This design comes from an exercise in tuning for small area, a short achievable clock period and few clock cycles on the open sky130 flow, not from production work.
Function was checked by simulation only, so behaviour that the tests miss may differ from the original.
Power and IR drop assume default switching activity.

### run.sh
#!/bin/bash
# synth_recipe.tcl (not shown) runs the flow's synth.tcl, then flattens the netlist and writes it again
# the make line also repeats each setting of config.mk as NAME=value (left out here)
make -C /OpenROAD-flow-scripts/flow DESIGN_CONFIG=/design/flow/config.mk WORK_HOME=/design/flow/orfs CLKGATE_MAP_FILE= SYNTH_SCRIPT=/design/flow/synth_recipe.tcl finish
### config.mk
export PLATFORM = sky130hd
export DESIGN_NAME = processor_16b
export DESIGN_NICKNAME = processor_16b
export VERILOG_FILES = /design/flow/design.v
export SDC_FILE = /design/flow/constraint.sdc
export NUM_CORES = 4
export LEC_CHECK = 0
export CAP_MARGIN = 20
export CORE_MARGIN = 2
export CORE_UTILIZATION = 40
export SLEW_MARGIN = 20
### constraint.sdc
create_clock -name core_clock -period 50.0 [get_ports {clk}]
set_input_delay 10.0000 -clock core_clock [delete_from_list [all_inputs] [get_ports {clk}]]
set_output_delay 10.0000 -clock core_clock [all_outputs]
set_load 0.01 [all_outputs]
### design.v
`timescale 1ns / 1ps
module processor_16b(
input clk, rst,
input [15:0] din,
output [15:0] dataout, address,
output [7:0] status,
output mem_wr
    );
    reg        exe;             
    reg        dv;              
    reg [15:0] pc;              
    reg [15:0] ir;
    reg        fN, fZ, fC;
    reg [15:0] rem, quo;        
    reg [3:0]  cnt;             
    wire [2:0] wa = ir[8:6];
    wire [2:0] fa = ir[5:3];
    wire [2:0] sa = ir[2:0];
    wire [4:0] k  = ir[11:7];
    wire legal = (ir[15:12] == 4'b0100) && (k <= 5'd17);
    wire op_add = legal && k == 5'd0;
    wire op_sub = legal && k == 5'd1;
    wire op_mul = legal && k == 5'd2;
    wire op_mov = legal && k == 5'd3;
    wire op_div = legal && k == 5'd4;
    wire op_inc = legal && k == 5'd5;
    wire op_dec = legal && k == 5'd6;
    wire op_and = legal && k == 5'd7;
    wire op_or  = legal && k == 5'd8;
    wire op_xor = legal && k == 5'd9;
    wire op_not = legal && k == 5'd10;
    wire op_ld  = legal && k == 5'd11;
    wire op_st  = legal && k == 5'd12;
    wire op_jmp = legal && k == 5'd13;
    wire op_beq = legal && k == 5'd14;
    wire op_bne = legal && k == 5'd15;
    wire op_cal = legal && k == 5'd16;
    wire op_ret = legal && k == 5'd17;
    wire [15:0] rf [0:7];
    wire [15:0] a = rf[fa];
    wire [15:0] b = rf[sa];
    wire [16:0] sum  = {1'b0, a} + {1'b0, b};
    wire [16:0] diff = {1'b0, a} - {1'b0, b};
    wire [16:0] prod = {1'b0, a} * {1'b0, b};
    function [4:0] blen;
        input [15:0] x;
        integer i;
        begin
            blen = 5'd0;
            for (i = 0; i < 16; i = i + 1)
                if (x[i]) blen = i + 1;
        end
    endfunction
    wire [4:0] la = blen(a);
    wire [4:0] lb = blen(b);
    wire [3:0] d0 = la[3:0] - lb[3:0];
    wire b_zero = (b == 16'd0);
    wire div_trivial = b_zero || diff[16];            
    wire [15:0] bs    = b << cnt;
    wire [16:0] rdiff = {1'b0, rem} - {1'b0, bs};
    wire        qbit  = ~rdiff[16];
    wire [15:0] qnext = {quo[14:0], qbit};
    reg [15:0] res;
    reg        setf;            
    reg        cres;
    always @(*) begin
        res = b; cres = 1'b0; setf = 1'b0;
        if (dv) begin
            res = qnext; setf = 1'b1;
        end else begin
            case (1'b1)
                op_add: begin res = sum[15:0];  cres = sum[16];  setf = 1'b1; end
                op_sub: begin res = diff[15:0]; cres = diff[16]; setf = 1'b1; end
                op_mul: begin res = prod[15:0]; cres = prod[16]; setf = 1'b1; end
                op_div: begin res = b_zero ? 16'hFFFF : 16'h0000; setf = 1'b1; end
                op_inc: res = a + 16'd1;
                op_dec: res = a - 16'd1;
                op_and: res = a & b;
                op_or:  res = a | b;
                op_xor: res = a ^ b;
                op_not: res = ~a;
                default: res = b;
            endcase
        end
    end
    wire halted  = exe && !legal;
    wire taken   = op_jmp || (op_beq && fZ) || (op_bne && !fZ);
    wire div_go  = op_div && !div_trivial;             
    wire div_end = dv && (cnt == 4'd0);
    wire seq = exe && !dv && (op_add || op_sub || op_mul || op_mov || (op_div && div_trivial) ||
               op_inc || op_dec || op_and || op_or || op_xor || op_not ||
               op_jmp || op_beq || op_bne);
    wire fetch = !exe || seq || div_end;
    wire wr_reg = exe && ((seq && !(op_jmp || op_beq || op_bne)) || div_end || op_ld) && !(dv && !div_end);
    wire use_a = exe && !dv && (op_st || op_cal || op_ret);
    wire use_b = exe && !dv && (op_ld || taken);
    assign address = use_a ? a : use_b ? b : pc;
    assign dataout = op_cal ? pc : b;
    assign mem_wr  = exe && !dv && (op_st || op_cal);
    assign status  = halted ? 8'hF0 : 8'h00;
    wire [15:0] wdata = (op_ld && !dv) ? din : res;
    genvar g;
    generate for (g = 0; g < 8; g = g + 1) begin : regs
        reg [15:0] r;
        always @(posedge clk) begin
            if (rst)
                r <= 16'd0;
            else if (wr_reg && wa == g)
                r <= wdata;
        end
        assign rf[g] = r;
    end endgenerate
    always @(posedge clk) begin
        if (rst) begin
            exe <= 1'b0;
            dv  <= 1'b0;
            pc  <= 16'd0;
            ir  <= 16'd0;
            {fN, fZ, fC} <= 3'b000;
            rem <= 16'd0;
            quo <= 16'd0;
            cnt <= 4'd0;
        end else begin
            if (exe && wr_reg && setf)
                {fN, fZ, fC} <= {res[15], res == 16'd0, cres};
            if (fetch) begin
                ir  <= din;
                pc  <= address + 16'd1;
                exe <= 1'b1;
            end else if (exe && !dv) begin
                if (op_ld || op_st || op_cal || op_ret)
                    exe <= 1'b0;
                if (op_cal)
                    pc <= b;
                if (op_ret)
                    pc <= din;
            end
            if (div_go && exe && !dv) begin
                dv  <= 1'b1;
                rem <= a;
                quo <= 16'd0;
                cnt <= d0;
            end else if (dv) begin
                if (qbit)
                    rem <= rdiff[15:0];
                quo <= qnext;
                cnt <= cnt - 4'd1;
                if (div_end)
                    dv <= 1'b0;
            end
        end
    end
endmodule
==> results of run 1 <==
-- cell usage after synthesis (14+ instances only) --
cell | number | area share (%)
nand2_1 | 303 | 5.6
ha_1 | 122 | 7.5
a31oi_1 | 19 | 0.58
a211oi_1 | 32 | 1.2
nand3_1 | 60 | 1.5
inv_1 | 177 | 3.2
o221ai_1 | 16 | 0.68
a221o_1 | 14 | 0.68
dfxtp_1 | 198 | 19
mux2_2 | 22 | 1.2
nand2b_1 | 28 | 0.86
nor3_1 | 36 | 0.88
buf_2 | 44 | 1.1
clkbuf_1 | 113 | 2.1
o211ai_1 | 27 | 0.99
mux2i_1 | 150 | 7.3
a221oi_1 | 28 | 1.2
fa_1 | 84 | 8.2
o22ai_1 | 33 | 1.0
xnor2_1 | 61 | 2.6
a21o_1 | 15 | 0.55
a21oi_1 | 188 | 4.6
nor2_1 | 349 | 6.4
o21ai_0 | 142 | 3.5
nand3b_1 | 19 | 0.70
nor2b_1 | 24 | 0.73
xor2_1 | 30 | 1.3
buf_4 | 23 | 0.84
-- stage by stage --
stage                     instances  hold slack (ns)  instance area [um^2]  utilization (%)
after global routing           3320            0.500                 22100             44.0
after floorplan                2686            0.437                 20500                -
final                          3320            0.463                 22100             44.0
after CTS                      3320            0.467                 22100             44.0
after detailed placement       3288            0.459                 21500             42.8
after global placement         3288            0.451                 21500             42.7
-- layer usage --
layer | GRT usage (%) | up-vias | routed length (um)
met5 | 0 | - | 0
li1 | - | 9304 | -
met4 | 24.9 | 0 | 7510
met3 | 6.77 | 339 | 8120
met2 | 55.1 | 1199 | 41500
met1 | 45.7 | 10300 | 39600
-- logic make-up after synthesis --
logic type      count (synthesis)  synth area share, %
xor+xnor                       95                 4.33
buf+inv                       391                 8.11
mux                           179                 9.24
simple gates                  918                 20.3
flops                         198                 19.4
fa+ha+maj                     206                 15.7
other cells                     1               0.0183
compound gates                695                 22.9
-- cell type report --
type	instances	share of cell area, %
inverter	195	3.32
multi-input combinational	2097	67.4
timing repair buffer	126	4.87
clock buffer	17	1.92
clock inverter	15	0.802
sequential	198	17.9
tap	672	3.80
-- power by group --
part	internal (mW)	total, mW	switching [mW]
combinational	0.130	0.387	0.257
clock	0.0679	0.145	0.0767
sequential	0.160	0.163	0.00299
-- worst register-to-register path: cells and delay by family (launching register included) --
kind	cells	cell delay, ns
compound gates	10	3.18
buf+inv	5	1.28
simple gates	5	1.35
flops	1	0.32
fa+ha+maj	7	3.06
xor+xnor	1	0.21
-- cells in the final DEF, fill, tap and decap left out, types with 14 or more instances in the layout --
cell type	count
nor2_1	348
nand2_1	303
dfxtp_1	194
a21oi_1	187
inv_1	177
mux2i_1	150
o21ai_0	142
ha_1	122
fa_1	84
buf_4	73
xnor2_1	61
nand3_1	58
clkdlybuf4s50_1	53
nor3_1	33
a211oi_1	32
o22ai_1	32
xor2_1	30
nand2b_1	28
o211ai_1	27
a221oi_1	27
nor2b_1	24
mux2_2	22
nand3b_1	19
a31oi_1	18
clkbuf_16	17
o221ai_1	16
a21o_1	15
a221o_1	14
-- sequential cells by signal, summed over array words and instances (netlist names) --
| register | cells |
|---|---|
| regs.r | 128 |
| ir | 16 |
| pc | 16 |
| rem | 16 |
| quo | 15 |
| cnt | 4 |
| dv | 1 |
| exe | 1 |
| fZ | 1 |
-- final timing paths --
check	end	slack [ns]	cells past startpoint
setup / recovery	address[0]	35.30	10
hold / removal	rem[0]	0.46	2
setup reg to reg	regs[1].r[15]	40.46	28
hold reg to reg	rem[0]	0.46	2
==> impl_results.md, run 1 <==
* Status: finished clean
* Final worst slack at 35.30 ns
* Endpoint type of the worst setup path: output pin
* R2r startpoint: ir[2]
* RSZ-0062 raised after global routing: false
* Sequential cell area at 3970 um^2
* Final critical-path share of the clock period at 29.4%
* FF+latch count, synth at 198
* Site row count at 82
* Total track usage at 36.0%
* Synth Warn # at 1
* Unique masters post-synth at 109
* Clock Pin Slew Worst Setup and Hold Paths at 0.08 ns
* Syn Area/Cell at 7.63 um^2
* Crit path largest cell delay at 0.65 ns
* Final hold vios at 0
* Power Dens Cells at 31.4 nW/um^2
* CTS tree: built
* Setup crit start: ir[2]
* Worst path bufs/invs at 5
* Die width at 230 um
* Die Span Y at 230 um
* Antenna viol nets, final at 0
* CP Launch Type: register
* Final setup viols at 0
* Num CTS Buffers at 17
* Clock latency on the worst-skew pair at 0.51 ns
* Vias in the first global route at 20500
* Number of flops mapped to enable cells by yosys at 0
* CP required at 40.00 ns
* Root buffer cell: clkbuf_16
* GPL Wtd Cong at 1.07
* Seq/Total Area, Yosys at 19.4%
* Overall Power at 0.695 mW
* Beginning of the worst hold path: rem[0]
* CP arrival at 4.70 ns
* Starting Density at 40.6%
* Detailed router's first-iteration violation count at 2492
* Async set-reset flop share out of synthesis at 0%
* Area of the multi-input gates at 14900 um^2
* Detail Placement HPWL at 71500 um
* Clock tree sinks at 198
* DR vias/cell at 6.35
* DRC viols at 0
* Clk buf depth at 2
* Slew headroom at 28.8%
* PortBufs at 54
* Actual slew at the worst max-slew pin at 1.06 ns
* Max Cap Viol at 0
* Crit path kind: reg -> out
* Final nets at 2859
* Max Clock Freq at 68.0 MHz
* Mapped Area at 20500 um^2
* Post-CTS sizing at 0
* Cells along the critical path: buf_4 > clkinv_1 > nand2_1 > nor2_1 > or2_1 > buf_4 > inv_1 > mux2i_1 > a21oi_1 > clkdlybuf4s50_1
* Total number of vias at 21100
* Initial antenna violation count at 0
* Largest net degree at the start of global routing at 76
* # IOs at 59
* Most used cell, CP: buf_4
* Cells after Synth at 2683
* Peak supply drop at 0.0255 mV
* Tmin final at 14.70 ns
* Dpl ws at 35.95 ns
* CP top delay family: buffers and inverters
* N_diodes at 0
* Setup TNS at 0 ns
* Total die area at 53000 um^2
* Global-route wire length before repair at 140000 um
* Hold crit path type: reg -> reg
* Share of cells above drive strength 1 at 8.19%
* First-pass DRT Iterations at 5
* Clock skew at 0.0288 ns
* Layout overhead on the synthesized area at 8.17%
* Htree depth at 4
* Post-Route WL at 96700 um
* Routed wire per std cell at 29.1 um
* Fin. max-slew vios at 0
* Global route overflow at 0
* Ys flop type: dfxtp_1
* LEAKAGE at 8.87 nW
* Setup bufs post-CTS at 0
* Crit Path Max Fanout at 40
* Slowest-stage cell, CP: clkdlybuf4s50_1
* Hold_buf cts at 0
* Fillers at 5155
* Core Box Area at 50400 um^2
Testbench counts, summed over its fixed seeds: cycles 28,483.
==> run 2, diff against run 1 <==
--- a/design.v
+++ b/design.v
@@ -41,4 +41,6 @@
     wire [15:0] b = rf[sa];
-    wire [16:0] sum  = {1'b0, a} + {1'b0, b};
-    wire [16:0] diff = {1'b0, a} - {1'b0, b};
+    wire        subm = op_sub || op_div;
+    wire [15:0] yb   = op_inc ? 16'h0000 : op_dec ? 16'hFFFF : subm ? ~b : b;
+    wire [16:0] sum  = {1'b0, a} + {1'b0, yb} + {16'd0, subm || op_inc};
+    wire        cry  = sum[16] ^ subm;                
     wire [16:0] prod = {1'b0, a} * {1'b0, b};
@@ -57,3 +59,4 @@
     wire b_zero = (b == 16'd0);
-    wire div_trivial = b_zero || diff[16];            
+    wire div_one = (la == lb);                        
+    wire div_trivial = b_zero || cry || div_one;       
     wire [15:0] bs    = b << cnt;
@@ -71,8 +74,8 @@
             case (1'b1)
-                op_add: begin res = sum[15:0];  cres = sum[16];  setf = 1'b1; end
-                op_sub: begin res = diff[15:0]; cres = diff[16]; setf = 1'b1; end
+                op_add: begin res = sum[15:0];  cres = cry;  setf = 1'b1; end
+                op_sub: begin res = sum[15:0];  cres = cry;  setf = 1'b1; end
                 op_mul: begin res = prod[15:0]; cres = prod[16]; setf = 1'b1; end
-                op_div: begin res = b_zero ? 16'hFFFF : 16'h0000; setf = 1'b1; end
-                op_inc: res = a + 16'd1;
-                op_dec: res = a - 16'd1;
+                op_div: begin res = b_zero ? 16'hFFFF : cry ? 16'h0000 : 16'h0001; setf = 1'b1; end
+                op_inc: res = sum[15:0];
+                op_dec: res = sum[15:0];
                 op_and: res = a & b;
@@ -100,3 +103,3 @@
     assign status  = halted ? 8'hF0 : 8'h00;
-    wire [15:0] wdata = (op_ld && !dv) ? din : res;
+    wire [15:0] wdata = rst ? 16'd0 : (op_ld && !dv) ? din : res;
     genvar g;
@@ -104,10 +107,24 @@
         reg [15:0] r;
-        always @(posedge clk) begin
-            if (rst)
-                r <= 16'd0;
-            else if (wr_reg && wa == g)
-                r <= wdata;
-        end
+        wire en = rst || (wr_reg && wa == g);
+        always @(posedge clk)
+            if (en) r <= wdata;
         assign rf[g] = r;
     end endgenerate
+    always @(posedge clk)
+        if (!rst && fetch)
+            ir <= din;
+    always @(posedge clk) begin
+        if (!rst) begin
+            if (div_go && exe && !dv) begin
+                rem <= a;
+                quo <= 16'd0;
+                cnt <= d0;
+            end else if (dv) begin
+                if (qbit)
+                    rem <= rdiff[15:0];
+                quo <= qnext;
+                cnt <= cnt - 4'd1;
+            end
+        end
+    end
     always @(posedge clk) begin
@@ -117,7 +134,3 @@
             pc  <= 16'd0;
-            ir  <= 16'd0;
             {fN, fZ, fC} <= 3'b000;
-            rem <= 16'd0;
-            quo <= 16'd0;
-            cnt <= 4'd0;
         end else begin
@@ -126,3 +139,2 @@
             if (fetch) begin
-                ir  <= din;
                 pc  <= address + 16'd1;
@@ -137,15 +149,6 @@
             end
-            if (div_go && exe && !dv) begin
-                dv  <= 1'b1;
-                rem <= a;
-                quo <= 16'd0;
-                cnt <= d0;
-            end else if (dv) begin
-                if (qbit)
-                    rem <= rdiff[15:0];
-                quo <= qnext;
-                cnt <= cnt - 4'd1;
-                if (div_end)
-                    dv <= 1'b0;
-            end
+            if (div_go && exe && !dv)
+                dv <= 1'b1;
+            else if (div_end)
+                dv <= 1'b0;
         end
==> run 2 against run 1 <==
  * Largest cell class unchanged
  * Largest power group unchanged
  * Hold slack better by 0.061 ns
  * Synthesized cell count decreased by 21%
  * Register-to-register slack worse by 0.20 ns
==> impl_results.md, run 2 <==
* PortBufs at 54 (unchanged)
* Leading area contributor after synthesis: edfxtp_1 (was dfxtp_1)
* Unique masters post-synth at 104 (was 109)
* Site row count at 79 (was 82)
* Clk pwr share at 16.3% (was 20.8%)
* Commonest non-fill, non-tap cell in the layout: nor2_1 (unchanged)
* FF+latch count, synth at 198 (unchanged)
* Dominant cells by area after synthesis: edfxtp_1, fa_1, ha_1 (was dfxtp_1, fa_1, ha_1)
* Crit path kind: reg -> out (unchanged)
* Async set-reset flop share out of synthesis at 0% (unchanged)
* Clk buf depth at 2 (unchanged)
* Part of the power in registers at 23.1% (was 23.5%)
* Setup slack, reg-to-reg at 40.26 ns (was 40.46 ns)
* Worst Reg-to-Reg Cells at 27 (was 28)
* Synth Area in Adders at 16.5% (was 15.7%)
* Syn Area/Cell at 8.93 um^2 (was 7.63 um^2)
* Post-CTS sizing at 0 (unchanged)
* Peak supply drop at 0.0471 mV (was 0.0255 mV)
* Total die area at 49300 um^2 (was 53000 um^2)
* Clock skew at 0.0184 ns (was 0.0288 ns)
* Multiplexer share of the synthesized area at 6.71% (was 9.24%)
* LEAKAGE at 8.45 nW (was 8.87 nW)
* Mapped Area at 19000 um^2 (was 20500 um^2)
* Clock Pin Slew Worst Setup and Hold Paths at 0.08 ns (about the same)
* Max Cap Viol at 0 (unchanged)
* Fin. max-slew vios at 0 (unchanged)
* Die Span Y at 222 um (was 230 um)
* Die width at 222 um (was 230 um)
* Layout overhead on the synthesized area at 8.78% (was 8.17%)
* Pint at 0.461 mW (was 0.358 mW)
* Detail Placement HPWL at 54300 um (was 71500 um)
* Cells after Synth at 2130 (was 2683)
* Largest register FFs at 128 (unchanged)
* Cells along the critical path: buf_4 > or3_1 > or2_2 > a21boi_1 > inv_1 > mux2i_1 > clkdlybuf4s50_1 (was buf_4 > clkinv_1 > nand2_1 > nor2_1 > or2_1 > buf_4 > inv_1 > mux2i_1 > a21oi_1 > clkdlybuf4s50_1)
* CP Launch Type: register (unchanged)
* Max Clock Freq at 68.5 MHz (was 68.0 MHz)
* Most frequent cells in the layout: nor2_1, nand2_1, inv_1, edfxtp_1, ha_1 (was nor2_1, nand2_1, dfxtp_1, a21oi_1, inv_1)
* Detailed router's first-iteration violation count at 2148 (was 2492)
* Hold slack at 0.525 ns (was 0.463 ns)
* Synth Warn # at 1 (unchanged)
* Core Util, Final at 44.3% (was 44.0%)
* Power Dens Cells at 41.8 nW/um^2 (was 31.4 nW/um^2)
* Root buffer cell: clkbuf_16 (unchanged)
* Worst r2r dst: fZ (was regs[1].r[15])
* Hold crit path type: reg -> reg (unchanged)
* List of most frequent post-synthesis cells: nor2_1, nand2_1, inv_1, edfxtp_1, ha_1 (was nor2_1, nand2_1, dfxtp_1, a21oi_1, inv_1)
* Routed wire per std cell at 26.9 um (was 29.1 um)
* Overall Power at 0.866 mW (was 0.695 mW)
* DR vias/cell at 6.26 (was 6.35)
* Min-Delay Endpoint: pc[2] (was rem[0])
* Core Box Area at 46800 um^2 (was 50400 um^2)
* Clock latency on the worst-skew pair at 0.48 ns (was 0.51 ns)
* Starting Density at 40.7% (was 40.6%)
* Most common cell in the netlist: nor2_1 (unchanged)
* Final hold vios at 0 (unchanged)
* Slew headroom at 22.1% (was 28.8%)
* Largest net degree at the start of global routing at 51 (was 76)
* Largest Register: regs.r (unchanged)
* Slowest-stage cell, CP: a21boi_1 (was clkdlybuf4s50_1)
* Non-Filler Instances at 2742 (was 3320)
* Total number of vias at 17200 (was 21100)
* Yosys top cell area share at 28.2% (was 19.4%)
* Synth Area in Compound Gates at 17.6% (was 22.9%)
* Hold_buf cts at 0 (unchanged)
* Simple-gate share of the synthesized area at 16.6% (was 20.3%)
* Largest family of logic cells by synthesized area: compound AO/OA/AOI/OAI gates (unchanged)
* Total track usage at 29.6% (was 36.0%)
* Ys flop type: edfxtp_1 (was dfxtp_1)
* Num CTS Buffers at 17 (unchanged)
* Vias in the first global route at 16300 (was 20500)
* Global route overflow at 0 (unchanged)
* Antenna viol nets, final at 0 (unchanged)
* Setup TNS at 0 ns (unchanged)
* Number of flops mapped to enable cells by yosys at 179 (was 0)
* Tmin final at 14.60 ns (was 14.70 ns)
* Beginning of the worst hold path: pc[2] (was rem[0])
* Inst Count DP at 2709 (was 3288)
* RSZ-0062 raised after global routing: false (unchanged)
* Comb pwr share at 60.6% (was 55.7%)
* Seq/Total Area, Yosys at 30.2% (was 19.4%)
* Clock tree sinks at 198 (unchanged)
* GPL Wtd Cong at 1.01 (was 1.07)
* Crit path largest cell delay at 0.80 ns (was 0.65 ns)
* Switching share of power at 46.8% (was 48.5%)
* Htree depth at 4 (unchanged)
* Final nets at 2340 (was 2859)
* Actual slew at the worst max-slew pin at 1.15 ns (was 1.06 ns)
* P_sw at 0.405 mW (was 0.337 mW)
* Final setup viols at 0 (unchanged)
* Initial antenna violation count at 2 (was 0)
* Crit Path Max Fanout at 44 (was 40)
* CP required at 40.00 ns (about the same)
* CTS tree: built (unchanged)
* Endpoint type of the worst setup path: output pin (unchanged)
* First-pass DRT Iterations at 7 (was 5)
* CP arrival at 4.60 ns (was 4.70 ns)
* Status: finished clean (unchanged)
* # IOs at 59 (unchanged)
* Worst Hold Path Cells at 2 (unchanged)
* Global-route wire length before repair at 108000 um (was 140000 um)
* Setup bufs post-CTS at 0 (unchanged)
* XOR/XNOR Fraction of Synth Area at 4.64% (was 4.33%)
* R2r startpoint: ir[3] (was ir[2])
* DRC viols at 0 (unchanged)
* Share of cells above drive strength 1 at 7.54% (was 8.19%)
* Post-Route WL at 73800 um (was 96700 um)
* Final critical-path share of the clock period at 29.2% (was 29.4%)
## run 2: layout make-up
type | instances | area, um^2
sequential | 198 | 5760
fill | 4500 | 26100
timing repair buffer | 108 | 941
multi-input combinational | 1593 | 11900
inverter | 203 | 762
clock inverter | 15 | 150
antenna | 1 | 2.50
clock buffer | 17 | 425
tap | 607 | 759
## run 2: kinds of logic after synthesis
kind of cell | Yosys count
compound gates | 492
buf+inv | 342
mux | 116
simple gates | 687
fa+ha+maj | 201
xor+xnor | 93
flops | 198
other cells | 1
## run 2: layer usage
layer | GRT usage [%] | wire (um)
met1 | 41.0 | 30800
met2 | 43.6 | 30900
met3 | 6.04 | 7990
met4 | 15.1 | 4080
met5 | 0 | 8
## run 2: how the worst max path moves through the flow
stage / start / to
floorplan: rst / rem[0]
CTS: ir[3] / address[2]
finish: ir[3] / address[2]
detailed placement: ir[3] / address[2]
global placement: ir[3] / address[2]
global route: ir[3] / address[2]
## run 2: power groups by stage
stage	clock (mW)	sequential [mW]	combinational [mW]
after detailed placement	0	0.203	0.516
after global placement	0	0.203	0.509
after CTS	0.143	0.200	0.520
final	0.141	0.200	0.525
after global routing	0.149	0.201	0.577
after floorplan	0	0.200	0.348
## run 2: critical path, delay by kind of cell, from the launching register on
kind	cells	cell delay, ns
multiplexers	1	0.47
AO/OA/AOI/OAI	1	0.80
flip-flops	1	0.34
buffers and inverters	3	1.65
AND/OR/NAND/NOR	2	0.83
## run 2: through the flow
stage               setup slack (ns)  cell area [um^2]
global placement               36.12             20100
finish                         35.40             20700
global route                   35.24             20700
floorplan                      37.06             19000
CTS                            35.47             20700
detailed placement             36.02             20100
Testbench counts of run 2, summed over its fixed seeds: cycles 28,282.

==> afterwards: timing with drivers on the ports <==
The results above use ideal ports. As a check the final layouts listed here were re-extracted and re-timed, cells and wires unchanged. Step 1 assumes that a clkbuf_16 drives the clock port and a buf_2 every other input. Step 2 adds t to the input delays and takes it off the output delays; t is the mean of the earliest and latest rising clock arrival at the registers after step 1. Input paths then give back, and output paths get back, about the clock's delay inside the block. a / b / c = ideal / step 1 / step 2; a / b = the first two.
run | shift t [ns] | slack for setup (ns) | hold slack, ns | worst register clock-pin slew, ns | pins driven straight from the clock port
run 1 | 0.556 | 35.299 / 35.236 / 35.792 | 0.463 / 0.463 / 0.463 | 0.10 / 0.10 | 1
run 2 | 0.522 | 35.399 / 35.346 / 35.869 | 0.525 / 0.525 / 0.525 | 0.09 / 0.09 | 1
After both steps every run listed still meets setup and hold.
